Background: an optimization exercise with open tools, aiming at small area and a short achievable clock period. Do not read the settings as production practice.
In this exercise RTL edits were held to simulation tests only and were not proved equivalent to the original.
Power is estimated from default activity; no workload was simulated.

## run A
==> flow/design.v (excerpt) <==
module VKSA_256_top (in_clk, in_A, in_B, in_CI, out_S, out_CO);
  input in_clk;
  input [255:0] in_A, in_B;
  input in_CI;
  output reg [255:0] out_S;
  output reg out_CO;
  wire [255:0] w_bs;
  wire [64:0] w_bg;
  reg [255:0] r_bs;
  reg [64:0] r_bg;
  wire [255:0] w_S;
  wire w_CO;
  VKSA_blocks U0 (.in_A(in_A), .in_B(in_B), .in_CI(in_CI), .out_BS(w_bs), .out_BG(w_bg));
  always @(posedge in_clk) begin
    r_bs <= w_bs;
    r_bg <= w_bg;
    out_S <= w_S;
    out_CO <= w_CO;
  end
  VKSA_256 U1 (.in_BS(r_bs), .in_BG(r_bg), .out_S(w_S), .out_CO(w_CO));
endmodule
clock: 5.5 ns
lec_check: 0
cap_margin: 20
core_area: 17 17 227 227
cts_cluster_diameter: 120
cts_cluster_size: 24
die_area: 0 0 244 244
place_density: 0.5
setup_slack_margin: 3.2
slew_margin: 20
synth_hierarchical: 1
tns_end_percent: 2
standard.sh (not shown) runs the stock make flow with config.mk's settings and CLKGATE_MAP_FILE= SYNTH_SCRIPT=/design/flow/synth_recipe.tcl, a recipe that flattens the netlist after the stock synthesis.
==> flow/flow/run.sh <==
#!/bin/bash
# Standard synthesis and layout, with plain minimum-size buffers on the ports
# (buffer_ports would otherwise pick clkdlybuf4s50_1, a slow delay cell), and
# with every gate reset to its smallest drive strength after global placement
# (flow/downsize.tcl), so that timing repair upsizes only what it needs.
set -euo pipefail
bash standard.sh synth > synth.log 2>&1
bash standard.sh "BUFFER_PORTS_ARGS=-buffer_cell sky130_fd_sc_hd__buf_1" \
  "POST_GLOBAL_PLACE_TCL=$PWD/flow/downsize.tcl" finish > layout.log 2>&1
==> flow/flow/downsize.tcl <==
# Start timing repair from minimum-size gates: every combinational cell that
# synthesis mapped to a larger drive strength is swapped for the smallest cell
# of the same function (same name but for the drive-strength suffix). The
# resizer then upsizes only the gates that timing needs.
set n 0
set saved 0.0
foreach inst [get_cells *] {
  set lc [get_lib_cells -of_objects $inst]
  if {$lc eq "" || $lc eq "NULL"} { continue }
  set name [get_name $lc]
  if {![regexp {^(sky130_fd_sc_hd__[a-z0-9]+)_([0-9]+)$} $name -> base drive]} { continue }
  if {[string match "*df*" $base] || [string match "*clk*" $base] || [string match "*tap*" $base]} { continue }
  set best $name
  set best_area [get_property $lc area]
  foreach cand [get_lib_cells ${base}_*] {
    set cname [get_name $cand]
    if {![regexp "^${base}_\[0-9\]+\$" $cname]} { continue }
    if {[get_property $cand dont_use]} { continue }
    set a [get_property $cand area]
    if {$a < $best_area} { set best $cname; set best_area $a }
  }
  if {$best ne $name} {
    set saved [expr {$saved + [get_property $lc area] - $best_area}]
    replace_cell $inst [get_lib_cells $best]
    incr n
  }
}
puts "downsize.tcl: downsized $n cells, [format %.1f $saved] um2"
The flow did not stop early for run A: all stages ran, and the layout cleared the timing, DRC and antenna checks.
Edits applied to the flow inputs when going from run A to run B:
- swapping 24 for 20 in CTS_CLUSTER_SIZE
- swapping 120 for 100 in CTS_CLUSTER_DIAMETER
- swapping 2 for 5 in TNS_END_PERCENT
## What came out
- Power spent charging and discharging nets, run B vs run A: up slightly
- Ratio of final minimum period to clock period across run A and run B: no real change.
- Run B ended with more area added between synthesis and finish than run A.
- Diff run A -> run B: clock edge transition at the registers on the reported setup and hold paths about even; hold slack fell 0.0041 ns; largest vdd supply drop fell about 22%; area of combinational cells with multiple inputs fell 130 sq um.
--- input diff run B..run C ---
- CELL_PAD_IN_SITES_DETAIL_PLACEMENT now 1, previously not set
- CELL_PAD_IN_SITES_GLOBAL_PLACEMENT now 1, previously not set
- CTS_CLUSTER_SIZE now 24, was 20
- CTS_CLUSTER_DIAMETER now 120, was 100
--- outcome ---
- Diff run B..run C | total nets after synthesis | unchanged
- From run B to run C the numbers moved as follows: global-route congestion overflow total ~0 delta; total routing resource utilization after global routing picked up an extra 2.8 points; total power after layout lost about 0.6%; switching part of the total power grew by 1.8 points; number of antenna violations at the first check in global routing climbed 3.
- Looking at cell with the largest stage delay on the worst path, the sky130_fd_sc_hd__dfxtp_2 result is from run B; the sky130_fd_sc_hd__dfxtp_1 one comes from run C.
## Diff of input files: run D against run C
- swapping 3.2 for 3.25 in SETUP_SLACK_MARGIN
- clearing CELL_PAD_IN_SITES_GLOBAL_PLACEMENT, which used to be 1
- clearing CELL_PAD_IN_SITES_DETAIL_PLACEMENT, which used to be 1
- clearing PLACE_DENSITY, which used to be 0.5
==> flow/flow/run.sh <==
#!/bin/bash
# Standard synthesis and layout, with:
# - plain minimum-size buffers on the ports (buffer_ports would otherwise pick
#   clkdlybuf4s50_1, a slow delay cell);
# - the pins in bit order around the die (flow/pins.tcl);
# - every gate reset to its smallest drive strength after global placement
#   (flow/downsize.tcl), so that timing repair upsizes only what it needs.
set -euo pipefail
bash standard.sh synth > synth.log 2>&1
bash standard.sh "BUFFER_PORTS_ARGS=-buffer_cell sky130_fd_sc_hd__buf_1" \
  "PRE_IO_PLACEMENT_TCL=$PWD/flow/pins.tcl" \
  "POST_GLOBAL_PLACE_TCL=$PWD/flow/downsize.tcl" finish > layout.log 2>&1
==> flow/flow/pins.tcl (new file) <==
# Pin order: the adder's bit slices follow each other around the die, each
# bit's in_A, in_B and out_S pins side by side, so that the carry network runs
# around a ring of bit slices: bits 0-79 on the bottom edge, 80-127 on the
# right, 128-207 on the top and 208-255 on the left (the top and bottom edges
# have the finer pin pitch).
set edges {bottom right top left}
set bounds {0 80 128 208 256}
for {set q 0} {$q < 4} {incr q} {
  set names {}
  if {$q == 0} { lappend names in_CI }
  for {set i [lindex $bounds $q]} {$i < [lindex $bounds [expr {$q + 1}]]} {incr i} {
    lappend names "in_A\[$i\]" "in_B\[$i\]" "out_S\[$i\]"
  }
  if {$q == 3} { lappend names out_CO }
  if {$q >= 2} { set names [lreverse $names] }
  set_io_pin_constraint -pin_names $names -region [lindex $edges $q]:* -group -order
}
Findings:
Run D and run C ended up with nearly the same fraction of power consumed by combinational cells.
Looking at run D and run C, the area share of buffers outside the clock network is a wash.
Row via count: run D lower / run C higher
The final layout from run D, which completed every stage, passed the timing, DRC and antenna checks at the end of the flow.
Worst setup path startpoint = out_S[215]$_DFF_P_: run D; worst setup path startpoint = r_bs[139]$_DFF_P_: run C
Comparing run D and run C, via count of the first global-routing pass is lower on run D.
Run comparison: run D critical path endpoint out_S[215]; run C critical path endpoint out_S[237]$_DFF_P_
Looking at shortest period the worst path allows across both flows, run D is the weaker of the two, with run C ahead.

separate check: timing with driven ports:
No port has a modelled driver above. Below, the same layouts with a new extraction and two added sets of constraints. Step 1 sets driving cells, clkbuf_16 on the clock port and buf_2 on the other inputs (assumed; they add their load-dependent delay and slew). Step 2 adds t to the input delays and takes it off the output delays; t is the mean of the earliest and latest rising clock arrival at the registers after step 1. Input paths then give back, and output paths get back, about the clock's delay inside the block. Slacks: no drivers / after step 1 / after step 2; pairs: no drivers / after step 1.
run | t, ns | slack for setup (ns) | latest minus earliest clock arrival (ns)
run A | 0.636 | 3.165 / 3.105 / 2.626 | 0.028 / 0.028
run B | 0.597 | 3.170 / 3.139 / 2.608 | 0.014 / 0.014
run C | 0.649 | 3.140 / 3.082 / 2.591 | 0.028 / 0.028
run D | 0.637 | 3.132 / 3.072 / 2.584 | 0.024 / 0.024
After both steps every run listed still meets setup and hold. For run B, which loses most, drivers alone change the setup slack by -0.031 ns; drivers and shift together by -0.562 ns.
